From an optimization exercise on the open Yosys and OpenROAD flow, aimed at small area; shortcuts taken in it are not production practice. In this exercise RTL edits were held to simulation tests only and were not proved equivalent to the original. Power figures rest on the tool's default switching activity, not on a simulated workload.

==> flow/design.v <==
module top (
    input  wire clk,
    input  wire rst,
    input RX,
    output TX,
    output wire oled_cs,
    output wire oled_clk,
    output wire oled_mosi,
    output wire oled_dc,
    output wire reset
);
wire rx_ready;
wire [7:0] rx_data;
uart_rx urx (
    .clk(clk),
    .rst(rst),
    .rx(RX),
    .rx_ready(rx_ready),
    .rx_data(rx_data)
);
wire tx_start;
wire [7:0] tx_data;
wire tx_busy;
uart_tx utx (
    .clk(clk),
    .rst(rst),
    .tx_start(tx_start),
    .tx_data(tx_data),
    .tx(TX),
    .tx_busy(tx_busy)
);
uart_echo_unit ueu (
    .clk(clk),
    .rst(rst),
    .rx_data(rx_data),
    .rx_ready(rx_ready),
    .tx_start(tx_start),
    .tx_data(tx_data),
    .tx_busy(tx_busy)
);
reg [7:0] sd;
always @(posedge clk) sd <= rst ? 8'd0 : sd + 1'd1;
wire [7:0] X;
wire [6:0] Y;
wire is_init, load_xy, s1, s3, s4, color;
wire [6:0] nx;
st7735 driver (
    .clk(clk),
    .rst(rst),
    .sd(sd),
    .color(color),
    .oled_clk(oled_clk),
    .oled_mosi(oled_mosi),
    .oled_dc(oled_dc),
    .oled_cs(oled_cs),
    .reset(reset),
    .X(X),
    .Y(Y),
    .is_init(is_init),
    .load_xy(load_xy),
    .nx(nx),
    .s1(s1),
    .s3(s3),
    .s4(s4)
);
reg rndg_lock_seed;
reg seed_flag;
wire [7:0] rnd;
rnd_gen rndg (
    .clk(clk),
    .rst(rst),
    .rst_n(reset),
    .lock_seed(rndg_lock_seed),
    .seed(sd),
    .rnd(rnd)
);
always @(posedge clk) begin
    if (rst || ~reset)
        seed_flag <= 0;
    else if (rx_data != 0)
        seed_flag <= 1;
end
always @(posedge clk)
    rndg_lock_seed <= reset && rx_data != 0 && ~seed_flag;
display_buf_updater dbu (
    .clk(clk),
    .rst(rst),
    .rst_n(reset),
    .ux(X),
    .uy(Y),
    .is_init(is_init),
    .load_xy(load_xy),
    .nx(nx),
    .s1(s1),
    .s3(s3),
    .s4(s4),
    .color(color),
    .rnd(rnd),
    .rx_ready(rx_ready)
);
endmodule
module st7735 (
    input  wire       clk,
    input  wire       rst,
    input  wire [7:0] sd,           
    input  wire       color,        
    output reg        oled_clk,
    output reg        oled_mosi,
    output reg        oled_dc,
    output reg        oled_cs,
    output reg        reset,
    output reg  [7:0] X,
    output reg  [6:0] Y,
    output reg        is_init,
    output wire       load_xy,      
    output wire [6:0] nx,
    output wire       s1,           
    output wire       s3,           
    output wire       s4            
);
reg [2:0] hi;
reg enable;
always @(posedge clk) begin
    if (rst) begin
        hi <= 0;
        reset <= 0;
        enable <= 0;
    end else begin
        if (sd == 8'hff && hi != 3'd7) hi <= hi + 1'd1;
        if (hi == 3'd4 && sd == 8'd0) reset <= 1;
        if (hi == 3'd7 && sd == 8'd128) enable <= 1;
    end
end
reg c;
always @(posedge clk) begin
    if (rst) begin
        c <= 0;
        oled_clk <= 1;
    end else begin
        c <= enable & ~c;
        oled_clk <= oled_clk ^ c;
    end
end
wire tick = ~c & ~oled_clk;
wire ph1  =  c & ~oled_clk;
wire ph2  = ~c &  oled_clk;
wire ph3  =  c &  oled_clk;
localparam S_CMD = 3'd0, S_WAIT = 3'd1, S_INIT = 3'd2, S_WPIX = 3'd3, S_FRAME = 3'd4;
reg [2:0] state;
reg [3:0] pos;
reg [5:0] cmd;
wire [7:0] cmd_byte =
    ({8{cmd == 6'd0}} & 8'h01) |
    ({8{cmd == 6'd1}} & 8'h11) |
    ({8{cmd == 6'd2}} & 8'hb4) |
    ({8{cmd == 6'd3}} & 8'h07) |
    ({8{cmd == 6'd4}} & 8'hC0) |
    ({8{cmd == 6'd5}} & 8'hA2) |
    ({8{cmd == 6'd6}} & 8'h02) |
    ({8{cmd == 6'd7}} & 8'h84) |
    ({8{cmd == 6'd8}} & 8'hC3) |
    ({8{cmd == 6'd9}} & 8'h8A) |
    ({8{cmd == 6'd10}} & 8'h2A) |
    ({8{cmd == 6'd11}} & 8'hC4) |
    ({8{cmd == 6'd12}} & 8'h8A) |
    ({8{cmd == 6'd13}} & 8'hEE) |
    ({8{cmd == 6'd14}} & 8'hC5) |
    ({8{cmd == 6'd15}} & 8'h0E) |
    ({8{cmd == 6'd16}} & 8'h21) |
    ({8{cmd == 6'd17}} & 8'h36) |
    ({8{cmd == 6'd18}} & 8'hC8) |
    ({8{cmd == 6'd19}} & 8'h3A) |
    ({8{cmd == 6'd20}} & 8'h05) |
    ({8{cmd == 6'd21}} & 8'h2A) |
    ({8{cmd == 6'd23}} & 8'h1A) |
    ({8{cmd == 6'd25}} & 8'h6A) |
    ({8{cmd == 6'd26}} & 8'h2B) |
    ({8{cmd == 6'd28}} & 8'h01) |
    ({8{cmd == 6'd30}} & 8'hA1) |
    ({8{cmd == 6'd31}} & 8'h13) |
    ({8{cmd == 6'd32}} & 8'h29) |
    ({8{cmd == 6'd33}} & 8'h2C) |
    ({8{cmd == 6'd35}} & 8'h2C);
reg is_param;
reg is_wait;
reg [7:0] wait_time;
always @(*) begin
    case (cmd)
    3, 5, 6, 7, 9, 10, 12, 13, 15, 18, 20, 22, 23, 24, 25, 27, 28, 29, 30: is_param = 1'b1;
    default: is_param = 1'b0;
    endcase
    is_wait = (cmd == 0) || (cmd == 1) || (cmd == 31) || (cmd == 33);
    case (cmd[1:0])
    2'd0: wait_time = 8'd81;
    2'd1: wait_time = (cmd[5]) ? 8'd48 : 8'd244;
    default: wait_time = 8'd4;
    endcase
end
wire y_end = (Y == 7'd80);
wire x_end = (X == 8'd159);
assign load_xy = ph2 && state == S_WPIX && pos == 4'd15;
wire [7:0] x_inc = X + 1'd1;
wire [7:0] nx8 = y_end ? ((x_end && is_init) ? 8'd0 : x_inc) : X;
wire init_step = tick && state == S_INIT && pos == 4'd0 && X != 8'd160;
assign nx = nx8[6:0];
assign s1 = ph3 && state == S_WPIX && pos == 4'd15 && !y_end;
assign s3 = ph1 && state == S_WPIX && pos == 4'd14 && !y_end;
assign s4 = ph2 && state == S_WPIX && pos == 4'd14 && !y_end;
always @(posedge clk) begin
    if (rst) begin
        oled_mosi <= 0;
        oled_dc <= 0;
        oled_cs <= 1;
        pos <= 7;
        X <= 0;
        Y <= 0;
        is_init <= 0;
        state <= S_CMD;
        cmd <= 0;
    end else begin
        if (tick) begin
            oled_dc <= 0;
            oled_cs <= 1;
            pos <= pos - 1'd1;
            case (state)
            S_CMD: begin
                oled_mosi <= pos[3] ? 1'b0 : cmd_byte[pos[2:0]];
                oled_cs <= 0;
                if (pos == 0) begin
                    pos <= 7;
                    if (is_wait) begin
                        state <= S_WAIT;
                    end else if (is_param) begin
                        cmd <= (cmd == 6'd30 && is_init) ? 6'd35 : cmd + 1'd1;
                        oled_dc <= 1;
                    end else if (cmd == 6'd35) begin
                        state <= is_init ? S_WPIX : S_INIT;
                        pos <= 15;
                    end else begin
                        cmd <= cmd + 1'd1;
                    end
                end
            end
            S_WAIT: begin
                X <= x_inc;
                if (X == wait_time) begin
                    X <= 0;
                    pos <= 7;
                    state <= S_CMD;
                    cmd <= cmd + 1'd1;
                end
            end
            S_INIT: begin
                oled_cs <= 0;
                oled_dc <= 1;
                oled_mosi <= 0;
                if (pos == 0) begin
                    pos <= 15;
                    if (X == 8'd160) begin
                        X <= 8'd159;
                        Y <= 7'd80;
                        state <= S_CMD;
                        cmd <= 23;
                        is_init <= 1;
                    end
                end
            end
            S_WPIX: begin
                if (y_end || pos == 4'd13) begin
                    state <= S_FRAME;
                    pos <= 15;
                end
            end
            default: begin  
                oled_cs <= 0;
                oled_dc <= 1;
                oled_mosi <= color;
                if (pos == 0) begin
                    pos <= 15;
                    if (x_end && y_end) begin
                        state <= S_CMD;
                        cmd <= 35;
                    end else begin
                        state <= S_WPIX;
                    end
                end
            end
            endcase
        end
        if (load_xy || init_step) begin
            X <= nx8;
            Y <= y_end ? 7'd0 : Y + 1'd1;
        end
    end
end
endmodule
module display_buf_updater (
    input  wire       clk,
    input  wire       rst,
    input  wire       rst_n,
    input  wire [7:0] ux,
    input  wire [6:0] uy,
    input  wire       is_init,
    input  wire       load_xy,
    input  wire [6:0] nx,
    input  wire       s1,
    input  wire       s3,
    input  wire       s4,
    output reg        color,
    input  wire [7:0] rnd,
    input  wire       rx_ready
);
localparam X_MAX = 160;
localparam Y_MAX = 80;
localparam DINO_X = 5;
localparam DINO_Y = 20;
localparam DINO_W = 16;
localparam DINO_H = 16;
localparam CACTUS_Y = 20;
localparam CACTUS_H = 16;
localparam CACTUS_W = 8;
localparam GROUND_H = 20;
reg        pix;             
reg        dino_pose_sel;
reg [6:0]  ground_px;
reg [8:0]  ms_cnt;          
reg [12:0] mss;
reg [2:0]  speed_idx;       
reg [6:0]  ground_dx;
reg        jump_flag;
reg [2:0]  jump_t0;
reg        cactus_flag;
reg signed [8:0] cactus_x;
reg        cactus_must_fail_flag;
reg        restart_flag;
wire ms_tick = ms_cnt[8];
wire dino_tick = &mss[7:2] && ~|mss[1:0] && ms_tick;
reg [7:0] speed_cut;
always @(*) begin
    case (speed_idx)
    3'd0: speed_cut = 8'd5;
    3'd1: speed_cut = 8'd6;
    3'd2: speed_cut = 8'd7;
    3'd3: speed_cut = 8'd9;
    3'd4: speed_cut = 8'd11;
    3'd5: speed_cut = 8'd14;
    3'd6: speed_cut = 8'd18;
    default: speed_cut = 8'd15;
    endcase
end
wire [2:0] jump_tref = mss[9:7];
wire [2:0] dys_idx = jump_tref - jump_t0;
reg  [5:0] dino_dy;
always @(*) begin
    if (jump_flag) begin
        case (dys_idx)
            0: dino_dy = 14;
            1: dino_dy = 24;
            2: dino_dy = 30;
            3: dino_dy = 32;
            4: dino_dy = 30;
            5: dino_dy = 24;
            6: dino_dy = 14;
            7: dino_dy = 0;
        endcase
    end else begin
        dino_dy = 0;
    end
end
wire dino_mask = (uy >= (DINO_Y+dino_dy) && uy < (DINO_Y+dino_dy+DINO_H)) && (ux >= DINO_X && ux < (DINO_X+DINO_W));
wire ground_mask = uy < GROUND_H;
wire cactus_mask = cactus_flag && (uy >= CACTUS_Y && uy < (CACTUS_Y+CACTUS_H)) && (ux >= cactus_x && ux < (cactus_x+CACTUS_W));
wire any_mask = cactus_mask || dino_mask || ground_mask;
wire [6:0] d_row = uy - DINO_Y - dino_dy;
wire [7:0] d_col = ux - DINO_X;
wire [6:0] c_row = uy - CACTUS_Y;
wire [8:0] c_col = ux - cactus_x;
wire g_bit, d_bit, c_bit;
bram rom (
    .g_row(uy[4:0]), .g_col(ground_px),
    .d_pose(dino_pose_sel), .d_row(d_row[3:0]), .d_col(d_col[3:0]),
    .c_row(c_row[3:0]), .c_col(c_col[2:0]),
    .g_bit(g_bit), .d_bit(d_bit), .c_bit(c_bit)
);
wire rom_bit = cactus_mask ? c_bit : dino_mask ? d_bit : g_bit;
wire restart = restart_flag && rx_ready;
wire spawn = ~cactus_flag && &rnd && &mss[11:0];
always @(posedge clk) begin
    if (rst_n && load_xy)
        ground_px <= nx + ground_dx;
    if (restart)
        ground_px <= 0;
    if (rst_n && s4)
        color <= restart_flag | pix;
    if (rx_ready && ~jump_flag)
        jump_t0 <= jump_tref;
    if (rst_n && &mss[5:0] && ms_tick)
        cactus_x <= cactus_x - speed_cut;
    if (spawn)
        cactus_x <= X_MAX - 1;
    if (spawn)
        cactus_must_fail_flag <= 1;
    if (cactus_flag && rx_ready)
        cactus_must_fail_flag <= 0;
end
always @(posedge clk) begin
  if (rst) begin
    pix <= 0;
    dino_pose_sel <= 0;
    ms_cnt <= 0;
    mss <= 0;
    speed_idx <= 0;
    ground_dx <= 0;
    jump_flag <= 0;
    cactus_flag <= 0;
    restart_flag <= 1;
  end else begin
    if (rst_n) begin
        ms_cnt <= ms_tick ? 9'd0 : ms_cnt + 1'd1;
        mss <= ms_tick ? mss + 1'd1 : mss;
        if (&mss && ms_tick)
            speed_idx <= (speed_idx == 3'd7) ? 3'd7 : speed_idx + 1'd1;
        if (&mss[5:0] && ms_tick) begin
            ground_dx <= ground_dx + speed_cut;
        end
        if (s1 && any_mask)
            pix <= rom_bit;
        if (s3 && !any_mask)
            pix <= 0;
        if (is_init && cactus_mask && dino_mask)
            restart_flag <= 1;
    end
    if (dino_tick)
        dino_pose_sel <= ~dino_pose_sel;
    if (rx_ready && ~jump_flag) begin
        jump_flag <= 1;
    end
    if (is_init && jump_flag && dys_idx == 7 && (uy == Y_MAX - 1) && (ux == X_MAX - 1))
        jump_flag <= 0;
    if (~cactus_flag && &rnd && &mss[11:0]) begin
        cactus_flag <= 1;
    end
    if (cactus_flag && cactus_x < 0) begin
        cactus_flag <= 0;
        restart_flag <= cactus_must_fail_flag;
    end
    if (restart_flag && rx_ready) begin
        ms_cnt <= 0;
        mss <= 0;
        speed_idx <= 0;
        ground_dx <= 0;
        jump_flag <= 0;
        cactus_flag <= 0;
        restart_flag <= 0;
    end
  end
end
endmodule
module bram (
    input  wire [4:0] g_row,
    input  wire [6:0] g_col,
    input  wire       d_pose,
    input  wire [3:0] d_row,
    input  wire [3:0] d_col,
    input  wire [3:0] c_row,
    input  wire [2:0] c_col,
    output reg        g_bit,
    output reg        d_bit,
    output reg        c_bit
);
always @(*) begin
    case ({g_row, g_col})
        12'd1671: g_bit = 1'b1;
        12'd1936: g_bit = 1'b1;
        12'd1987: g_bit = 1'b1;
        12'd2095: g_bit = 1'b1;
        12'd2123: g_bit = 1'b1;
        12'd2148: g_bit = 1'b1;
        12'd2169: g_bit = 1'b1;
        12'd2177: g_bit = 1'b1;
        12'd2204: g_bit = 1'b1;
        12'd2255: g_bit = 1'b1;
        12'd2283: g_bit = 1'b1;
        default: g_bit = g_row == 5'd19;
    endcase
    case ({d_pose, d_row, d_col})
        9'd4: d_bit = 1'b1;
        9'd5: d_bit = 1'b1;
        9'd20: d_bit = 1'b1;
        9'd36: d_bit = 1'b1;
        9'd37: d_bit = 1'b1;
        9'd40: d_bit = 1'b1;
        9'd41: d_bit = 1'b1;
        9'd51: d_bit = 1'b1;
        9'd52: d_bit = 1'b1;
        9'd53: d_bit = 1'b1;
        9'd54: d_bit = 1'b1;
        9'd55: d_bit = 1'b1;
        9'd56: d_bit = 1'b1;
        9'd66: d_bit = 1'b1;
        9'd67: d_bit = 1'b1;
        9'd68: d_bit = 1'b1;
        9'd69: d_bit = 1'b1;
        9'd70: d_bit = 1'b1;
        9'd71: d_bit = 1'b1;
        9'd72: d_bit = 1'b1;
        9'd73: d_bit = 1'b1;
        9'd81: d_bit = 1'b1;
        9'd82: d_bit = 1'b1;
        9'd83: d_bit = 1'b1;
        9'd84: d_bit = 1'b1;
        9'd85: d_bit = 1'b1;
        9'd86: d_bit = 1'b1;
        9'd87: d_bit = 1'b1;
        9'd88: d_bit = 1'b1;
        9'd89: d_bit = 1'b1;
        9'd90: d_bit = 1'b1;
        9'd97: d_bit = 1'b1;
        9'd98: d_bit = 1'b1;
        9'd99: d_bit = 1'b1;
        9'd100: d_bit = 1'b1;
        9'd101: d_bit = 1'b1;
        9'd102: d_bit = 1'b1;
        9'd103: d_bit = 1'b1;
        9'd104: d_bit = 1'b1;
        9'd105: d_bit = 1'b1;
        9'd106: d_bit = 1'b1;
        9'd108: d_bit = 1'b1;
        9'd112: d_bit = 1'b1;
        9'd113: d_bit = 1'b1;
        9'd114: d_bit = 1'b1;
        9'd115: d_bit = 1'b1;
        9'd116: d_bit = 1'b1;
        9'd117: d_bit = 1'b1;
        9'd118: d_bit = 1'b1;
        9'd119: d_bit = 1'b1;
        9'd120: d_bit = 1'b1;
        9'd121: d_bit = 1'b1;
        9'd122: d_bit = 1'b1;
        9'd123: d_bit = 1'b1;
        9'd124: d_bit = 1'b1;
        9'd128: d_bit = 1'b1;
        9'd129: d_bit = 1'b1;
        9'd133: d_bit = 1'b1;
        9'd134: d_bit = 1'b1;
        9'd135: d_bit = 1'b1;
        9'd136: d_bit = 1'b1;
        9'd137: d_bit = 1'b1;
        9'd138: d_bit = 1'b1;
        9'd144: d_bit = 1'b1;
        9'd151: d_bit = 1'b1;
        9'd152: d_bit = 1'b1;
        9'd153: d_bit = 1'b1;
        9'd154: d_bit = 1'b1;
        9'd160: d_bit = 1'b1;
        9'd168: d_bit = 1'b1;
        9'd169: d_bit = 1'b1;
        9'd170: d_bit = 1'b1;
        9'd171: d_bit = 1'b1;
        9'd172: d_bit = 1'b1;
        9'd173: d_bit = 1'b1;
        9'd174: d_bit = 1'b1;
        9'd184: d_bit = 1'b1;
        9'd185: d_bit = 1'b1;
        9'd186: d_bit = 1'b1;
        9'd187: d_bit = 1'b1;
        9'd200: d_bit = 1'b1;
        9'd201: d_bit = 1'b1;
        9'd202: d_bit = 1'b1;
        9'd203: d_bit = 1'b1;
        9'd204: d_bit = 1'b1;
        9'd205: d_bit = 1'b1;
        9'd206: d_bit = 1'b1;
        9'd207: d_bit = 1'b1;
        9'd216: d_bit = 1'b1;
        9'd217: d_bit = 1'b1;
        9'd218: d_bit = 1'b1;
        9'd219: d_bit = 1'b1;
        9'd220: d_bit = 1'b1;
        9'd221: d_bit = 1'b1;
        9'd222: d_bit = 1'b1;
        9'd223: d_bit = 1'b1;
        9'd232: d_bit = 1'b1;
        9'd233: d_bit = 1'b1;
        9'd235: d_bit = 1'b1;
        9'd236: d_bit = 1'b1;
        9'd237: d_bit = 1'b1;
        9'd238: d_bit = 1'b1;
        9'd239: d_bit = 1'b1;
        9'd249: d_bit = 1'b1;
        9'd250: d_bit = 1'b1;
        9'd251: d_bit = 1'b1;
        9'd252: d_bit = 1'b1;
        9'd253: d_bit = 1'b1;
        9'd254: d_bit = 1'b1;
        9'd264: d_bit = 1'b1;
        9'd265: d_bit = 1'b1;
        9'd280: d_bit = 1'b1;
        9'd292: d_bit = 1'b1;
        9'd293: d_bit = 1'b1;
        9'd295: d_bit = 1'b1;
        9'd296: d_bit = 1'b1;
        9'd307: d_bit = 1'b1;
        9'd308: d_bit = 1'b1;
        9'd309: d_bit = 1'b1;
        9'd310: d_bit = 1'b1;
        9'd311: d_bit = 1'b1;
        9'd312: d_bit = 1'b1;
        9'd322: d_bit = 1'b1;
        9'd323: d_bit = 1'b1;
        9'd324: d_bit = 1'b1;
        9'd325: d_bit = 1'b1;
        9'd326: d_bit = 1'b1;
        9'd327: d_bit = 1'b1;
        9'd328: d_bit = 1'b1;
        9'd329: d_bit = 1'b1;
        9'd337: d_bit = 1'b1;
        9'd338: d_bit = 1'b1;
        9'd339: d_bit = 1'b1;
        9'd340: d_bit = 1'b1;
        9'd341: d_bit = 1'b1;
        9'd342: d_bit = 1'b1;
        9'd343: d_bit = 1'b1;
        9'd344: d_bit = 1'b1;
        9'd345: d_bit = 1'b1;
        9'd346: d_bit = 1'b1;
        9'd353: d_bit = 1'b1;
        9'd354: d_bit = 1'b1;
        9'd355: d_bit = 1'b1;
        9'd356: d_bit = 1'b1;
        9'd357: d_bit = 1'b1;
        9'd358: d_bit = 1'b1;
        9'd359: d_bit = 1'b1;
        9'd360: d_bit = 1'b1;
        9'd361: d_bit = 1'b1;
        9'd362: d_bit = 1'b1;
        9'd364: d_bit = 1'b1;
        9'd368: d_bit = 1'b1;
        9'd369: d_bit = 1'b1;
        9'd370: d_bit = 1'b1;
        9'd371: d_bit = 1'b1;
        9'd372: d_bit = 1'b1;
        9'd373: d_bit = 1'b1;
        9'd374: d_bit = 1'b1;
        9'd375: d_bit = 1'b1;
        9'd376: d_bit = 1'b1;
        9'd377: d_bit = 1'b1;
        9'd378: d_bit = 1'b1;
        9'd379: d_bit = 1'b1;
        9'd380: d_bit = 1'b1;
        9'd384: d_bit = 1'b1;
        9'd385: d_bit = 1'b1;
        9'd389: d_bit = 1'b1;
        9'd390: d_bit = 1'b1;
        9'd391: d_bit = 1'b1;
        9'd392: d_bit = 1'b1;
        9'd393: d_bit = 1'b1;
        9'd394: d_bit = 1'b1;
        9'd400: d_bit = 1'b1;
        9'd407: d_bit = 1'b1;
        9'd408: d_bit = 1'b1;
        9'd409: d_bit = 1'b1;
        9'd410: d_bit = 1'b1;
        9'd416: d_bit = 1'b1;
        9'd424: d_bit = 1'b1;
        9'd425: d_bit = 1'b1;
        9'd426: d_bit = 1'b1;
        9'd427: d_bit = 1'b1;
        9'd428: d_bit = 1'b1;
        9'd429: d_bit = 1'b1;
        9'd430: d_bit = 1'b1;
        9'd440: d_bit = 1'b1;
        9'd441: d_bit = 1'b1;
        9'd442: d_bit = 1'b1;
        9'd443: d_bit = 1'b1;
        9'd456: d_bit = 1'b1;
        9'd457: d_bit = 1'b1;
        9'd458: d_bit = 1'b1;
        9'd459: d_bit = 1'b1;
        9'd460: d_bit = 1'b1;
        9'd461: d_bit = 1'b1;
        9'd462: d_bit = 1'b1;
        9'd463: d_bit = 1'b1;
        9'd472: d_bit = 1'b1;
        9'd473: d_bit = 1'b1;
        9'd474: d_bit = 1'b1;
        9'd475: d_bit = 1'b1;
        9'd476: d_bit = 1'b1;
        9'd477: d_bit = 1'b1;
        9'd478: d_bit = 1'b1;
        9'd479: d_bit = 1'b1;
        9'd488: d_bit = 1'b1;
        9'd489: d_bit = 1'b1;
        9'd491: d_bit = 1'b1;
        9'd492: d_bit = 1'b1;
        9'd493: d_bit = 1'b1;
        9'd494: d_bit = 1'b1;
        9'd495: d_bit = 1'b1;
        9'd505: d_bit = 1'b1;
        9'd506: d_bit = 1'b1;
        9'd507: d_bit = 1'b1;
        9'd508: d_bit = 1'b1;
        9'd509: d_bit = 1'b1;
        9'd510: d_bit = 1'b1;
        default: d_bit = 1'b0;
    endcase
    case ({c_row, c_col})
        7'd3: c_bit = 1'b1;
        7'd4: c_bit = 1'b1;
        7'd11: c_bit = 1'b1;
        7'd12: c_bit = 1'b1;
        7'd19: c_bit = 1'b1;
        7'd20: c_bit = 1'b1;
        7'd27: c_bit = 1'b1;
        7'd28: c_bit = 1'b1;
        7'd35: c_bit = 1'b1;
        7'd36: c_bit = 1'b1;
        7'd41: c_bit = 1'b1;
        7'd42: c_bit = 1'b1;
        7'd43: c_bit = 1'b1;
        7'd44: c_bit = 1'b1;
        7'd48: c_bit = 1'b1;
        7'd49: c_bit = 1'b1;
        7'd50: c_bit = 1'b1;
        7'd51: c_bit = 1'b1;
        7'd52: c_bit = 1'b1;
        7'd53: c_bit = 1'b1;
        7'd54: c_bit = 1'b1;
        7'd56: c_bit = 1'b1;
        7'd57: c_bit = 1'b1;
        7'd59: c_bit = 1'b1;
        7'd60: c_bit = 1'b1;
        7'd61: c_bit = 1'b1;
        7'd62: c_bit = 1'b1;
        7'd63: c_bit = 1'b1;
        7'd64: c_bit = 1'b1;
        7'd65: c_bit = 1'b1;
        7'd67: c_bit = 1'b1;
        7'd68: c_bit = 1'b1;
        7'd70: c_bit = 1'b1;
        7'd71: c_bit = 1'b1;
        7'd72: c_bit = 1'b1;
        7'd73: c_bit = 1'b1;
        7'd75: c_bit = 1'b1;
        7'd76: c_bit = 1'b1;
        7'd78: c_bit = 1'b1;
        7'd79: c_bit = 1'b1;
        7'd80: c_bit = 1'b1;
        7'd81: c_bit = 1'b1;
        7'd83: c_bit = 1'b1;
        7'd84: c_bit = 1'b1;
        7'd86: c_bit = 1'b1;
        7'd87: c_bit = 1'b1;
        7'd88: c_bit = 1'b1;
        7'd89: c_bit = 1'b1;
        7'd91: c_bit = 1'b1;
        7'd92: c_bit = 1'b1;
        7'd94: c_bit = 1'b1;
        7'd95: c_bit = 1'b1;
        7'd96: c_bit = 1'b1;
        7'd97: c_bit = 1'b1;
        7'd99: c_bit = 1'b1;
        7'd100: c_bit = 1'b1;
        7'd102: c_bit = 1'b1;
        7'd103: c_bit = 1'b1;
        7'd104: c_bit = 1'b1;
        7'd105: c_bit = 1'b1;
        7'd107: c_bit = 1'b1;
        7'd108: c_bit = 1'b1;
        7'd110: c_bit = 1'b1;
        7'd111: c_bit = 1'b1;
        7'd112: c_bit = 1'b1;
        7'd113: c_bit = 1'b1;
        7'd115: c_bit = 1'b1;
        7'd116: c_bit = 1'b1;
        7'd120: c_bit = 1'b1;
        7'd121: c_bit = 1'b1;
        7'd123: c_bit = 1'b1;
        7'd124: c_bit = 1'b1;
        default: c_bit = 1'b0;
    endcase
end
endmodule
module rnd_gen (
    input  wire       clk,
    input  wire       rst,
    input  wire       rst_n,
    input  wire       lock_seed,
    input  wire [7:0] seed,
    output reg  [7:0] rnd
);
wire [7:0] seed_nz = (seed == 8'd0) ? 8'd1 : seed;
always @(posedge clk) begin
    if (!rst_n || lock_seed)
        rnd <= seed_nz;
    else
        rnd <= rnd[0] ? ((rnd >> 1) ^ 8'hB8) : (rnd >> 1);
end
endmodule
module uart_echo_unit (
    input  wire       clk,
    input  wire       rst,
    input  wire [7:0] rx_data,
    input  wire       rx_ready,
    output reg        tx_start,
    output reg  [7:0] tx_data,
    input  wire       tx_busy
);
reg [7:0] rbuf [0:3];
reg [2:0] _b;
reg [2:0] _e;
wire       rx_empty  = _b == _e;
wire [7:0] rbuf_data = rbuf[_b[1:0]];
localparam
    S_R         = 3'd0,
    S_T_slash_n = 3'd1,
    S_T_back1   = 3'd2,
    S_T_back2   = 3'd3,
    S_T_last    = 3'd4;
reg [2:0] ctrl_S;
reg [7:0] line_len;
wire step = ~tx_start && ~tx_busy;
wire is_nl  = rbuf_data == 8'h0A || rbuf_data == 8'h0D;
wire is_bs  = rbuf_data == 8'h08;
wire is_esc = rbuf_data == 8'h1B;
reg       start;
reg [7:0] data;
always @(*) begin
    start = 1'b0;
    data = rbuf_data;
    case (ctrl_S)
        S_R: begin
            start = ~rx_empty && (is_nl || (is_bs && line_len != 0) || (!is_bs && !is_esc));
            data = is_nl ? 8'h0A : rbuf_data;
        end
        S_T_slash_n: begin start = 1'b1; data = 8'h0D; end
        S_T_back1:   begin start = 1'b1; data = 8'h20; end
        S_T_back2:   begin start = 1'b1; data = 8'h08; end
        default: ;
    endcase
end
always @(posedge clk) begin
    if (rx_ready)
        rbuf[_e[1:0]] <= rx_data;
end
always @(posedge clk) begin
    if (step && start)
        tx_data <= data;
end
always @(posedge clk) begin
    if (rst) begin
        _b <= 0;
        _e <= 0;
        tx_start <= 0;
        ctrl_S <= S_R;
        line_len <= 0;
    end else begin
        if (!rx_empty && ctrl_S == S_R)
            _b <= _b + 1'd1;
        if (rx_ready)
            _e <= _e + 1'd1;
        tx_start <= step && start;
        if (step) begin
            case (ctrl_S)
                S_R: if (~rx_empty) begin
                    if (is_nl) begin
                        line_len <= 0;
                        ctrl_S <= S_T_slash_n;
                    end else if (is_bs) begin
                        if (line_len != 0) begin
                            line_len <= line_len - 1'd1;
                            ctrl_S <= S_T_back1;
                        end
                    end else if (!is_esc) begin
                        line_len <= line_len + 1'd1;
                        ctrl_S <= S_T_last;
                    end
                end
                S_T_slash_n: ctrl_S <= S_R;
                S_T_back1:   ctrl_S <= S_T_back2;
                S_T_back2:   ctrl_S <= S_T_last;
                default:     ctrl_S <= S_R;
            endcase
        end
    end
end
endmodule
module uart_rx (
    input  wire       clk,
    input  wire       rst,
    input  wire       rx,
    output reg        rx_ready,
    output reg  [7:0] rx_data
);
localparam
    IDLE      = 4'b0000,
    BIT_START = 4'b0001,
    BIT_STOP  = 4'b0010;
reg [3:0] rx_state;
reg [2:0] os_cnt;
reg [1:0] rx_sync;
reg [1:0] filter_cnt;
reg       rx_bit;
wire os_tick;
baud_tick_gen tickgen (.clk(clk), .rst(rst), .tick(os_tick));
wire sample_now = os_tick && (os_cnt == 3'd3);
always @(posedge clk)
    if (os_tick)
        os_cnt <= (rx_state == IDLE) ? 3'd0 : os_cnt + 1'd1;
always @(posedge clk) begin
    if (rst) begin
        rx_state <= IDLE;
        rx_sync <= 2'b11;
        filter_cnt <= 2'b11;
        rx_bit <= 1'b1;
        rx_data <= 0;
        rx_ready <= 0;
    end else begin
        if (os_tick) begin
            rx_sync <= {rx_sync[0], rx};
            if (rx_sync[1] && filter_cnt != 2'b11)
                filter_cnt <= filter_cnt + 1'd1;
            if (!rx_sync[1] && filter_cnt != 2'b00)
                filter_cnt <= filter_cnt - 1'd1;
            if (filter_cnt == 2'b11)
                rx_bit <= 1'b1;
            else if (filter_cnt == 2'b00)
                rx_bit <= 1'b0;
        end
        case (rx_state)
            IDLE:      if (~rx_bit) rx_state <= BIT_START;
            BIT_START: if (sample_now) rx_state <= 4'b1000;
            BIT_STOP:  if (sample_now) rx_state <= IDLE;
            default:   if (sample_now) rx_state <= (rx_state == 4'b1111) ? BIT_STOP : rx_state + 1'd1;
        endcase
        if (sample_now && rx_state[3])
            rx_data <= {rx_bit, rx_data[7:1]};
        rx_ready <= sample_now && (rx_state == BIT_STOP) && rx_bit;
    end
end
endmodule
module uart_tx (
    input  wire       clk,
    input  wire       rst,
    input  wire       tx_start,
    input  wire [7:0] tx_data,
    output wire       tx,
    output wire       tx_busy
);
localparam
    IDLE      = 4'b0000,
    BIT_START = 4'b0100,
    BIT_STOP  = 4'b0010;
reg [3:0] tx_state;
reg [6:0] bit_cnt;
wire bit_tick = (bit_cnt == 7'd104);
assign tx_busy = tx_state != IDLE;
assign tx = (tx_state < 4) | (tx_state[3] & tx_data[tx_state[2:0]]);
always @(posedge clk)
    bit_cnt <= !tx_busy ? 7'd0 : bit_tick ? 7'd1 : bit_cnt + 1'd1;
always @(posedge clk) begin
    if (rst) begin
        tx_state <= IDLE;
    end else begin
        case (tx_state)
            IDLE:      if (tx_start) tx_state <= BIT_START;
            BIT_START: if (bit_tick) tx_state <= 4'b1000;
            BIT_STOP:  if (bit_tick) tx_state <= IDLE;
            default:   if (bit_tick) tx_state <= (tx_state == 4'b1111) ? BIT_STOP : tx_state + 1'd1;
        endcase
    end
end
endmodule
module baud_tick_gen (
    input  wire clk,
    input  wire rst,
    output wire tick
);
reg [15:0] acc;
assign tick = acc[15];
always @(posedge clk) begin
    if (rst)
        acc <= 16'd0;
    else
        acc <= {1'b0, acc[14:0]} + 16'd2517;
end
endmodule
==> flow/flow/run.sh <==
#!/bin/bash
# Standard ORFS flow with three changes:
#  - after synthesis, the combinational logic of the standard netlist is
#    re-mapped by ABC for area (flip-flops, their instance names and the nets
#    they drive are left as they are);
#  - CTS uses small clock buffers in small clusters, without dummy loads;
#  - ports are buffered with buf_1.
# Each tool's output goes to a log file of its own in this folder.
set -euo pipefail
HERE=$(pwd)
LIB=$FLOW_HOME/platforms/sky130hd/lib/sky130_fd_sc_hd__tt_025C_1v80.lib
RES=$HERE/orfs/results/sky130hd/top/base

export CTS_ARGS="${CTS_ARGS:--sink_clustering_enable -repair_clock_nets -dont_use_dummy_load -buf_list sky130_fd_sc_hd__clkbuf_4 -sink_clustering_size 8 -sink_clustering_max_diameter 40}"
export BUFFER_PORTS_ARGS="${BUFFER_PORTS_ARGS:--inputs -outputs -buffer_cell sky130_fd_sc_hd__buf_1}"

bash standard.sh synth > 1_standard_synth.log 2>&1

python3 flow/lib2v.py $LIB > comb_cells.v 2> lib2v.log
DU=$(grep -o 'cell ("\?sky130_fd_sc_hd__[a-z0-9_]*' $LIB | sed 's/cell ("\?//' \
     | grep -E "lpflow|probe|kapwr" | sed 's/^/-dont_use /' | tr '\n' ' ')
cp $RES/1_2_yosys.v 1_2_yosys_standard.v
ABC_SCRIPT=${ABC_SCRIPT:-"+strash;&get -n;&deepsyn -T 120;&put;dch;amap;topo"}
yosys -p "read_liberty -lib $LIB; read_verilog 1_2_yosys_standard.v; hierarchy -top top; \
  techmap -map comb_cells.v; techmap; opt -purge; \
  abc -liberty $LIB $DU -script \"$ABC_SCRIPT\"; opt_clean -purge; \
  hilomap -singleton -hicell sky130_fd_sc_hd__conb_1 HI -locell sky130_fd_sc_hd__conb_1 LO; \
  splitnets; opt_clean -purge; \
  write_verilog -noattr -nohex -nodec 1_2_yosys_resyn.v; stat -liberty $LIB" > 1_resyn_yosys.log 2>&1

cp 1_2_yosys_resyn.v $RES/1_2_yosys.v
rm -f $RES/1_synth.odb
touch $RES/1_2_yosys.v
bash standard.sh synth > 1_synth_odb.log 2>&1
bash standard.sh > 2_standard_finish.log 2>&1
==> flow/flow/lib2v.py <==
#!/usr/bin/env python3
# Emit Verilog models of the combinational cells of a liberty file (for techmap).
import re, sys
lib = open(sys.argv[1]).read()
out = []
# split into cells
for m in re.finditer(r'\n\s*cell\s*\(\s*"?([\w]+)"?\s*\)\s*\{', lib):
    name = m.group(1)
    start = m.end()
    depth = 1; i = start
    while depth:
        c = lib[i]
        if c == '{': depth += 1
        elif c == '}': depth -= 1
        i += 1
    body = lib[start:i]
    if re.search(r'\b(ff|latch|statetable)\s*\(', body): continue
    pins = []
    for pm in re.finditer(r'\n\s*pin\s*\(\s*"?(\w+)"?\s*\)\s*\{', body):
        ps = pm.end(); d = 1; j = ps
        while d:
            if body[j] == '{': d += 1
            elif body[j] == '}': d -= 1
            j += 1
        pb = body[ps:j]
        dirm = re.search(r'direction\s*:\s*"?(\w+)"?', pb)
        fm = re.search(r'\bfunction\s*:\s*"([^"]*)"', pb)
        pins.append((pm.group(1), dirm.group(1) if dirm else None, fm.group(1) if fm else None))
    outs = [p for p in pins if p[1] == 'output']
    ins = [p for p in pins if p[1] == 'input']
    if len(outs) == 0 or any(o[2] is None for o in outs): continue
    ports = [p[0] for p in ins] + [o[0] for o in outs]
    out.append('module %s(%s);' % (name, ', '.join(ports)))
    for p in ins: out.append('  input %s;' % p[0])
    for o in outs:
        f = o[2].replace('!', '~').replace('+', '|')
        f = re.sub(r'\)\s+\(', ')&(', f)
        f = re.sub(r'(\w)\s+(\w)', r'\1&\2', f)
        f = re.sub(r'(\w)\s+\(', r'\1&(', f)
        f = re.sub(r'\)\s+(\w)', r')&\1', f)
        out.append('  output %s;' % o[0])
        out.append('  assign %s = %s;' % (o[0], f))
    out.append('endmodule')
print('\n'.join(out))
==> flow/standard.sh <==
#!/bin/bash
# synth_recipe.tcl (not shown) runs the flow's synth.tcl, then flattens the netlist and writes it again
# the make line also repeats each setting of config.mk as NAME=value (left out here)
make -C /OpenROAD-flow-scripts/flow DESIGN_CONFIG=/design/flow/config.mk WORK_HOME=/design/flow/orfs CLKGATE_MAP_FILE= SYNTH_SCRIPT=/design/flow/synth_recipe.tcl "${@:-finish}"
==> flow/config.mk <==
export PLATFORM = sky130hd
export DESIGN_NAME = top
export DESIGN_NICKNAME = top
export VERILOG_FILES = /design/flow/design.v
export SDC_FILE = /design/flow/constraint.sdc
export NUM_CORES = 4
export LEC_CHECK = 0
export ABC_AREA = 1
export CAP_MARGIN = 20
export CORE_MARGIN = 2
export CORE_UTILIZATION = 60
export SLEW_MARGIN = 20
==> flow/constraint.sdc <==
create_clock -name core_clock -period 10.0 [get_ports {clk}]
set_input_delay 2.0000 -clock core_clock [delete_from_list [all_inputs] [get_ports {clk}]]
set_output_delay 2.0000 -clock core_clock [all_outputs]
set_load 0.01 [all_outputs]
==> metrics.csv, run 1 <==
metric,value,unit
status,no timing/DRC/antenna violations,
CTS buffer count,35,
nets,1388,
DRC errors left,0,
starting density of the core,60.9,%
FF-to-FF setup slack,5.93,ns
total of max-cap violations,0,
Final period util,40.9,%
worst r2r path cells,20,
routability cong.,1.01,
Post-CTS Hold Buffers,0,
Pre-antenna DRT Iters,5,
Post-Syn Area per Cell,7.83,um2
Resized cells post-CTS,0,
Setup Viol. Count Final,0,
Power Dens Cells,146,mW/mm2
Slew HR,39.4,%
LEAKAGE,0.00371,uW
Die Y,136,um
routed wire length,24300,um
fin crit period,4.09,ns
Peak VDD IR,0.000127,V
crit start category,flop,
Final Skew,0.0815,ns
Sink Count,224,
worst hold-check path type,flop to flop,
"Arr. time, crit path",2.09,ns
DR vias/cell,5.92,
final core utilization,64.5,%
core area,0.0172,mm2
RSZ-0062 raised after global routing,false,
placed cells,1572,
global-route wire length before repair,40400,um
worst setup path category,flop to output port,
initial DRC count,659,
Hold WS,0.410,ns
port bufs,8,
DIE AREA,0.0185,mm2
CTS tree,done,
I/O pins,9,
setup_tns,0,ns
register clock-pin slew on the reported worst setup and hold paths,0.08,ns
all-layer global routing usage,26.8,%
clock latency (worst-skew pair),0.62,ns
initial antenna violation count,1,
Critical Path RT,8.00,ns
Area Growth Syn to Fin,5.79,%
setup repair bufs after CTS,0,
via count,9521,
Detail Route Antenna Nets,0,
largest net degree at the start of global routing,58,
PnR Total Power,1620,uW
# rows,48,
Least-Margin Pin Slew,0.906,ns
Hold Path Stages,1,
"Net Count, Synth",1339,
CTS root buf,clkbuf_4,
Synth Instances,1336,
fraction of layout cells with a size suffix above 1,2.89,%
final hold vios,0,
fill count,1529,
Post-Layout Cell Count,1609,
Fmax,244,MHz
synthesized cell area,0.0105,mm2
Yosys warning count,9,
vias in the first global route,8461,
"Remaining Overflow, GRT",0,
worst-path maximum fanout,7,
Routed wire per std cell,15.1,um
Detailed Place HPWL,17900,um
Slew Limit Fails,0,
Die Wd,136,um
H-tree levels,2,
Clock Tree Buf Depth,3,
CP endpoint kind,output port,
[flip-flops by register name, indices dropped and copies added, names as in the netlist, 8 cells and up, named ones only]
name and cells:
ueu.line_len 8, dbu.ms_cnt 9, urx.rx_data 8, driver.X 8, urx.tickgen.acc 16, ueu.tx_data 8, rndg.rnd 8, sd 8
ueu.rbuf 32, dbu.cactus_x 9, dbu.mss 13
[worst max-delay path: stages, from the launching register on]
cell and delay, ns:
dfxtp_1 0.46, clkinv_1 0.17, a32o_1 0.27, a221o_1 0.26
a21oi_1 0.15, a31oi_1 0.05, buf_1 0.14
[metal layers]
metal  GRT usage [%]  wire length, um  vias to the layer above
li1                -                -                     4876
met1            38.6            11700                     4303
met2            40.4            10400                      297
met3            5.52             1680                       45
met4            8.28              535                        0
met5               0                0                        -
[path summary, 6_finish.rpt]
kind / to / from
setup reg to reg: flop / driver.c
hold / removal: rndg_lock_seed / seed_flag
hold reg to reg: rndg_lock_seed / seed_flag
setup / recovery: TX / utx.tx_state[1]
[report_power, final]
part	leakage [uW]	switching [uW]	total (uW)	internal, uW
clock network	0.000161	285	447	162
logic	0.00165	117	175	57.8
registers	0.00190	28.4	996	968
total	0.00371	431	1620	1190
[layout make-up]
class | instances | area, um2 | share of cell area [%]
diodes | 1 | 2.50 | 0.0226
clock buffers | 35 | 263 | 2.37
inverters | 165 | 619 | 5.59
multi-input cells | 947 | 4890 | 44.2
flip-flops and latches | 224 | 4950 | 44.7
well taps | 225 | 282 | 2.54
repair buffers | 12 | 58.8 | 0.531
[cell usage in the layout (no fill, tap or decap), drive strengths merged, types with 19 or more instances in the layout]
cell    count
a21oi      62
clkbuf     36
edfxtp     47
nor2      310
nor3       83
o21ai      79
o21a       19
nand3      24
a211oi     38
clkinv    165
dfxtp     177
nand2     106
o22ai      40
[through the flow]
step	area [um2]	worst slack (ns)
2_1_floorplan	10500	6.65
3_3_place_gp	10800	5.96
3_5_place_dp	10800	5.90
4_1_cts	11100	5.88
5_1_grt	11100	5.53
6_report	11100	5.91
==> inputs of run 2 (changes only) <==
--- a/flow/design.v
+++ b/flow/design.v
@@ -18,12 +18,13 @@
     .rx_ready(rx_ready),
     .rx_data(rx_data)
 );
-wire tx_start;
+wire tx_start, tx_go;
 wire [7:0] tx_data;
 wire tx_busy;
 uart_tx utx (
     .clk(clk),
     .rst(rst),
+    .go(tx_go),
     .tx_start(tx_start),
     .tx_data(tx_data),
     .tx(TX),
@@ -34,6 +35,7 @@
     .rst(rst),
     .rx_data(rx_data),
     .rx_ready(rx_ready),
+    .go(tx_go),
     .tx_start(tx_start),
     .tx_data(tx_data),
     .tx_busy(tx_busy)
@@ -802,7 +804,8 @@
     input  wire       rst,
     input  wire [7:0] rx_data,
     input  wire       rx_ready,
-    output reg        tx_start,
+    output wire       go,
+    input  wire       tx_start,
     output reg  [7:0] tx_data,
     input  wire       tx_busy
 );
@@ -820,6 +823,7 @@
 reg [2:0] ctrl_S;
 reg [7:0] line_len;
 wire step = ~tx_start && ~tx_busy;
+assign go = step && start;
 wire is_nl  = rbuf_data == 8'h0A || rbuf_data == 8'h0D;
 wire is_bs  = rbuf_data == 8'h08;
 wire is_esc = rbuf_data == 8'h1B;
@@ -851,7 +855,6 @@
     if (rst) begin
         _b <= 0;
         _e <= 0;
-        tx_start <= 0;
         ctrl_S <= S_R;
         line_len <= 0;
     end else begin
@@ -859,7 +862,6 @@
             _b <= _b + 1'd1;
         if (rx_ready)
             _e <= _e + 1'd1;
-        tx_start <= step && start;
         if (step) begin
             case (ctrl_S)
                 S_R: if (~rx_empty) begin
@@ -942,19 +944,22 @@
 module uart_tx (
     input  wire       clk,
     input  wire       rst,
-    input  wire       tx_start,
+    input  wire       go,           
+    output wire       tx_start,     
     input  wire [7:0] tx_data,
     output wire       tx,
     output wire       tx_busy
 );
 localparam
     IDLE      = 4'b0000,
+    PRE       = 4'b0001,
     BIT_START = 4'b0100,
     BIT_STOP  = 4'b0010;
 reg [3:0] tx_state;
 reg [6:0] bit_cnt;
 wire bit_tick = (bit_cnt == 7'd104);
-assign tx_busy = tx_state != IDLE;
+assign tx_start = tx_state == PRE;
+assign tx_busy = tx_state != IDLE && tx_state != PRE;
 assign tx = (tx_state < 4) | (tx_state[3] & tx_data[tx_state[2:0]]);
 always @(posedge clk)
     bit_cnt <= !tx_busy ? 7'd0 : bit_tick ? 7'd1 : bit_cnt + 1'd1;
@@ -963,7 +968,8 @@
         tx_state <= IDLE;
     end else begin
         case (tx_state)
-            IDLE:      if (tx_start) tx_state <= BIT_START;
+            IDLE:      if (go) tx_state <= PRE;
+            PRE:       tx_state <= BIT_START;
             BIT_START: if (bit_tick) tx_state <= 4'b1000;
             BIT_STOP:  if (bit_tick) tx_state <= IDLE;
             default:   if (bit_tick) tx_state <= (tx_state == 4'b1111) ? BIT_STOP : tx_state + 1'd1;
--- a/flow/flow/run.sh
+++ b/flow/flow/run.sh
@@ -11,7 +11,7 @@
 LIB=$FLOW_HOME/platforms/sky130hd/lib/sky130_fd_sc_hd__tt_025C_1v80.lib
 RES=$HERE/orfs/results/sky130hd/top/base
 
-export CTS_ARGS="${CTS_ARGS:--sink_clustering_enable -repair_clock_nets -dont_use_dummy_load -buf_list sky130_fd_sc_hd__clkbuf_4 -sink_clustering_size 8 -sink_clustering_max_diameter 40}"
+export CTS_ARGS="${CTS_ARGS:--sink_clustering_enable -repair_clock_nets -dont_use_dummy_load -buf_list sky130_fd_sc_hd__clkbuf_4 -sink_clustering_size 10 -sink_clustering_max_diameter 50}"
 export BUFFER_PORTS_ARGS="${BUFFER_PORTS_ARGS:--inputs -outputs -buffer_cell sky130_fd_sc_hd__buf_1}"
 
 bash standard.sh synth > 1_standard_synth.log 2>&1
==> metrics.csv, run 2 <==
metric,value,unit,change
"Remaining Overflow, GRT",0,,unchanged
I/O pins,9,,unchanged
final core utilization,64.0,%,was 64.5%
Post-Syn Area per Cell,7.93,um2,was 7.83 um2
via count,9500,,was 9521
DIE AREA,0.0184,mm2,was 0.0185 mm2
Crit path largest cell delay,0.48,ns,was 0.46 ns
vias in the first global route,8458,,was 8461
synthesized cell area,0.0104,mm2,was 0.0105 mm2
worst setup path category,flop to output port,,unchanged
Detail Route Antenna Nets,0,,unchanged
cell chain of the critical path,clkinv_1 > and3_1 > a221o_1 > a311oi_1 > o32ai_1 > buf_1,,was clkinv_1 > a32o_1 > a221o_1 > a21oi_1 > a31oi_1 > buf_1
Slew HR,29.5,%,was 39.4%
Routed wire per std cell,15.6,um,was 15.1 um
setup repair bufs after CTS,0,,unchanged
Slew Limit Fails,0,,unchanged
CTS buffer count,28,,was 35
DRC errors left,0,,unchanged
CTS tree,done,,unchanged
RSZ-0062 raised after global routing,false,,unchanged
CP endpoint kind,output port,,unchanged
all-layer global routing usage,26.9,%,was 26.8%
H-tree levels,1,,was 2
Least-Margin Pin Slew,1.04,ns,was 0.906 ns
Die Y,136,um,about the same
clock latency (worst-skew pair),0.67,ns,was 0.62 ns
Detailed Place HPWL,18300,um,was 17900 um
"Net Count, Synth",1315,,was 1339
status,no timing/DRC/antenna violations,,unchanged
Peak VDD IR,0.000107,V,was 0.000127 V
worst-path maximum fanout,8,,was 7
worst r2r path cells,15,,was 20
initial DRC count,698,,was 659
"commonest non-fill, non-tap cell in the layout",nor2_1,,unchanged
CTS root buf,clkbuf_4,,unchanged
total of max-cap violations,0,,unchanged
fraction of layout cells with a size suffix above 1,2.44,%,was 2.89%
Final Skew,0.0367,ns,was 0.0815 ns
Resized cells post-CTS,0,,unchanged
routed wire length,24700,um,was 24300 um
Post-CTS Hold Buffers,0,,unchanged
Critical Path RT,8.00,ns,about the same
Area Growth Syn to Fin,5.35,%,was 5.79%
LEAKAGE,0.00363,uW,was 0.00371 uW
fin crit period,4.26,ns,was 4.09 ns
largest net degree at the start of global routing,55,,was 58
"Arr. time, crit path",2.26,ns,was 2.09 ns
DR vias/cell,6.02,,was 5.92
register clock-pin slew on the reported worst setup and hold paths,0.11,ns,was 0.08 ns
initial antenna violation count,1,,unchanged
Fmax,235,MHz,was 244 MHz
setup_tns,0,ns,unchanged
max reg flops,32,,unchanged
FF-to-FF setup slack,5.88,ns,was 5.93 ns
Die Wd,136,um,about the same
Hold Path Stages,1,,unchanged
global-route wire length before repair,40600,um,was 40400 um
most frequent cells in the layout,"nor2_1 (303), dfxtp_1 (176), clkinv_1 (164), nand2_1 (92), nor3_1 (83)",,"was nor2_1 (310), dfxtp_1 (177), clkinv_1 (165), nand2_1 (106), nor3_1 (83)"
nets,1356,,was 1388
PnR Total Power,1600,uW,was 1620 uW
WHS Endpoint,driver.c,,was rndg_lock_seed
Yosys warning count,9,,unchanged
port bufs,8,,unchanged
Pre-antenna DRT Iters,5,,unchanged
reg2reg end,utx.tx_state[2],,
worst hold-check path type,flop to flop,,unchanged
core area,0.0171,mm2,was 0.0172 mm2
Clock Tree Buf Depth,3,,unchanged
Synth Instances,1312,,was 1336
Final period util,42.6,%,was 40.9%
Power Dens Cells,146,mW/mm2,about the same
Sink Count,223,,was 224
starting density of the core,60.8,%,was 60.9%
crit start category,flop,,unchanged
routability cong.,0.951,,was 1.01
Worst path slowest cell,dfxtp_1,,unchanged
Setup Viol. Count Final,0,,unchanged
# rows,48,,unchanged
final hold vios,0,,unchanged
hold_sp,driver.c,,was seed_flag
-- run 2: layout make-up --
cell class	instances	area, um2
Timing Repair Buffer	11	53.8
Sequential cell	223	4930
Clock buffer	28	210
Multi-Input combinational cell	925	4860
Tap cell	225	282
Antenna cell	2	5.00
Inverter	164	616
Fill cell	1527	6150
-- run 2: worst max-delay path: cells and delay by family (launching register included) --
kind                   cells  cell delay [ns]
AO/OA/AOI/OAI              3             0.58
buffers and inverters      2             0.33
flip-flops                 1             0.48
AND/OR/NAND/NOR            1             0.20
-- run 2: metrics by stage --
stage                     hold WS [ns]  instance area, um2  cells  setup WS, ns
after detailed placement         0.410               10700   1548          5.77
after CTS                        0.422               11000   1576          5.72
after floorplan                  0.391               10400   1312          6.38
after global routing             0.458               11000   1578          5.36
after global placement           0.403               10700   1548          5.84
final                            0.428               11000   1578          5.74
-- run 2: metal layers --
layer  vias up  GRT usage (%)  wire length [um]
li1       4833              -                 -
met4         0           8.39               577
met3        50           3.25              1530
met2       321           44.5             11400
met5         -              0                 0
met1      4296           37.0             11100
-- run 2: worst max-delay path by stage --
stage	slack [ns]	to	start	cells past startpoint
5_1_grt	5.36	utx.tx_state[2]	flop	15
6_report	5.74	TX	utx.tx_state[1]	6
3_5_place_dp	5.77	utx.tx_state[2]	flop	15
3_3_place_gp	5.84	utx.tx_state[2]	flop	15
2_1_floorplan	6.38	utx.tx_state[3]	flop	15
4_1_cts	5.72	TX	utx.tx_state[1]	6
-- run 2: report_power, final --
group / internal (uW) / switching [uW]
combinational: 76.4 / 144
sequential: 953 / 27.0
clock: 128 / 275
total: 1160 / 446
==> inputs of run 3 (changes only) <==
--- a/flow/design.v
+++ b/flow/design.v
@@ -957,12 +957,24 @@
     BIT_STOP  = 4'b0010;
 reg [3:0] tx_state;
 reg [6:0] bit_cnt;
-wire bit_tick = (bit_cnt == 7'd104);
+function [6:0] bc_step(input [6:0] v);
+    bc_step = {v[5:0], ~(v[6] ^ v[5])};
+endfunction
+function [6:0] bc_after(input integer n);
+    integer k;
+    begin
+        bc_after = 7'd0;
+        for (k = 0; k < n; k = k + 1) bc_after = bc_step(bc_after);
+    end
+endfunction
+localparam [6:0] BC_ONE  = bc_after(1);
+localparam [6:0] BC_LAST = bc_after(104);
+wire bit_tick = (bit_cnt == BC_LAST);
 assign tx_start = tx_state == PRE;
 assign tx_busy = tx_state != IDLE && tx_state != PRE;
 assign tx = (tx_state < 4) | (tx_state[3] & tx_data[tx_state[2:0]]);
 always @(posedge clk)
-    bit_cnt <= !tx_busy ? 7'd0 : bit_tick ? 7'd1 : bit_cnt + 1'd1;
+    bit_cnt <= !tx_busy ? 7'd0 : bit_tick ? BC_ONE : bc_step(bit_cnt);
 always @(posedge clk) begin
     if (rst) begin
         tx_state <= IDLE;
==> metrics.csv, run 3 <==
metric,value,unit,change
Setup Viol. Count Final,0,,unchanged
Critical Path RT,8.00,ns,about the same
Die Wd,136,um,about the same
DRC errors left,0,,unchanged
CTS buffer count,27,,was 28
worst setup path category,flop to output port,,unchanged
# rows,48,,unchanged
max reg flops,32,,unchanged
Crit path largest cell delay,0.44,ns,was 0.48 ns
all-layer global routing usage,27.0,%,was 26.9%
Least-Margin Pin Slew,0.959,ns,was 1.04 ns
"Net Count, Synth",1334,,was 1315
Worst path slowest cell,dfxtp_1,,unchanged
register clock-pin slew on the reported worst setup and hold paths,0.10,ns,was 0.11 ns
core area,0.0172,mm2,was 0.0171 mm2
final hold vios,0,,unchanged
initial DRC count,641,,was 698
RSZ-0062 raised after global routing,false,,unchanged
Resized cells post-CTS,0,,unchanged
Final Skew,0.0618,ns,was 0.0367 ns
vias in the first global route,8745,,was 8458
Routed wire per std cell,15.7,um,was 15.6 um
Detailed Place HPWL,18600,um,was 18300 um
setup repair bufs after CTS,0,,unchanged
DR vias/cell,6.05,,was 6.02
Final period util,42.9,%,was 42.6%
port bufs,8,,unchanged
Logic pwr share,14.6,%,was 13.8%
Die Y,136,um,about the same
synthesized cell area,0.0105,mm2,was 0.0104 mm2
via count,9648,,was 9500
Int Pwr,1170,uW,was 1160 uW
status,no timing/DRC/antenna violations,,unchanged
placed inst area,0.0108,mm2,was 0.0107 mm2
I/O pins,9,,unchanged
Sink Count,223,,unchanged
Switch Pwr,471,uW,was 446 uW
Buf/Inv on CP,3,,was 2
"Arr. time, crit path",2.29,ns,was 2.26 ns
Synth Instances,1331,,was 1312
H-tree levels,1,,unchanged
Post-Syn Area per Cell,7.86,um2,was 7.93 um2
Area Growth Syn to Fin,5.27,%,was 5.35%
clock share of power,24.4,%,was 25.1%
crit start category,flop,,unchanged
Pre-antenna DRT Iters,5,,unchanged
antenna cells,0,,was 2
total of max-cap violations,0,,unchanged
"delay-heaviest family, CP",buffers and inverters,,was compound AO/OA/AOI/OAI gates
Slew HR,35.8,%,was 29.5%
cell chain of the critical path,clkinv_1 > nor2_1 > clkinv_1 > o32ai_1 > nor2_1 > nor3_1 > a221oi_1 > buf_1,,was clkinv_1 > and3_1 > a221o_1 > a311oi_1 > o32ai_1 > buf_1
"commonest non-fill, non-tap cell in the layout",nor2_1,,unchanged
nets,1375,,was 1356
Power Dens Cells,149,mW/mm2,was 146 mW/mm2
Finished Cell Area,0.0110,mm2,about the same
Post-CTS Hold Buffers,0,,unchanged
Peak VDD IR,0.0000982,V,was 0.000107 V
DIE AREA,0.0185,mm2,was 0.0184 mm2
Detail Route Antenna Nets,0,,unchanged
initial antenna violation count,0,,was 1
fin crit period,4.29,ns,was 4.26 ns
"Remaining Overflow, GRT",0,,unchanged
fraction of layout cells with a size suffix above 1,2.41,%,was 2.44%
most frequent cells in the layout,"nor2_1 (305), clkinv_1 (178), dfxtp_1 (176), nand2_1 (104), nor3_1 (84)",,"was nor2_1 (303), dfxtp_1 (176), clkinv_1 (164), nand2_1 (92), nor3_1 (83)"
routability cong.,0.991,,was 0.951
routed wire length,25100,um,was 24700 um
Slew Limit Fails,0,,unchanged
setup_tns,0,ns,unchanged
Yosys warning count,9,,unchanged
clock latency (worst-skew pair),0.67,ns,about the same
starting density of the core,60.9,%,was 60.8%
Clock Tree Buf Depth,3,,unchanged
worst-path maximum fanout,7,,was 8
largest net degree at the start of global routing,59,,was 55
CTS tree,done,,unchanged
Seq pwr share,61.0,%,was 61.1%
CP endpoint kind,output port,,unchanged
global-route wire length before repair,41100,um,was 40600 um
Sw Ratio,28.6,%,was 27.8%
Fmax,233,MHz,was 235 MHz
LEAKAGE,0.00363,uW,about the same
CTS root buf,clkbuf_4,,unchanged
worst hold-check path type,flop to flop,,unchanged
-- run 3: worst paths after layout --
path                   start               to  slack [ns]  cells after the start
min reg2reg        seed_flag   rndg_lock_seed        0.42                      1
max          utx.tx_state[1]               TX        5.71                      8
min                seed_flag   rndg_lock_seed        0.42                      1
max reg2reg             flop  utx.tx_state[1]        5.74                     18
-- run 3: cell type report --
cell class,instances,area [um2]
flip-flops and latches,223,4930
multi-input cells,930,4870
clock buffers,27,203
well taps,225,282
inverters,178,668
fillers,1582,6160
repair buffers,12,61.3
-- run 3: through the flow --
| step | setup slack (ns) | instances | utilization [%] | hold slack [ns] | power, uW |
|---|---|---|---|---|---|
| after global routing | 5.35 | 1595 | 64.1 | 0.443 | 1720 |
| after detailed placement | 5.77 | 1568 | 63.0 | 0.413 | 1260 |
| final | 5.71 | 1595 | 64.1 | 0.423 | 1640 |
| after global placement | 5.85 | 1568 | 63.0 | 0.406 | 1260 |
| after floorplan | 6.54 | 1331 | - | 0.391 | 1200 |
| after CTS | 5.66 | 1595 | 64.1 | 0.428 | 1650 |
-- run 3: routing by layer --
layer,wire (um),track usage [%]
met1,11300,36.0
met2,11500,45.4
met3,1440,3.50
met4,773,9.38
met5,0,0
-- run 3: worst register-to-register path, delay by kind of cell, from the launching register on --
family	cells	cell delay [ns]
flip-flops	1	0.37
AO/OA/AOI/OAI	5	1.52
AND/OR/NAND/NOR	11	1.95
buffers and inverters	2	0.30
-- run 3: power groups by stage --
stage / Sequential [uW] / Clock, uW / Combinational (uW)
2_1_floorplan: 1010 / 0 / 185
3_3_place_gp: 1020 / 0 / 235
3_5_place_dp: 1020 / 0 / 239
4_1_cts: 1000 / 412 / 240
5_1_grt: 1010 / 446 / 271
6_report: 1000 / 402 / 240

## port drivers added, routing unchanged
In the flow no input, the clock included, has a driving cell. The finished layouts below were timed again as built, in two steps.
Step 1 (the two cells are an assumption about what drives the block):
set clk [get_ports {clk}]
set_driving_cell -lib_cell sky130_fd_sc_hd__clkbuf_16 $clk
set_driving_cell -lib_cell sky130_fd_sc_hd__buf_2 [delete_from_list [all_inputs] $clk]
Step 2, shift: input delay + t, output delay - t, t = (earliest + latest rising clock arrival at the registers) / 2. This alone moves slack from input paths to output paths.
Three values: no drivers, after step 1, after step 2; two values: the first two.
run	t (ns)	setup WS [ns]	pins driven straight from the clock port
run 1	0.619	5.906 / 5.870 / 5.929	1
run 2	0.687	5.741 / 5.704 / 5.877	1
run 3	0.675	5.714 / 5.678 / 5.737	1
After both steps every run listed still meets setup and hold.
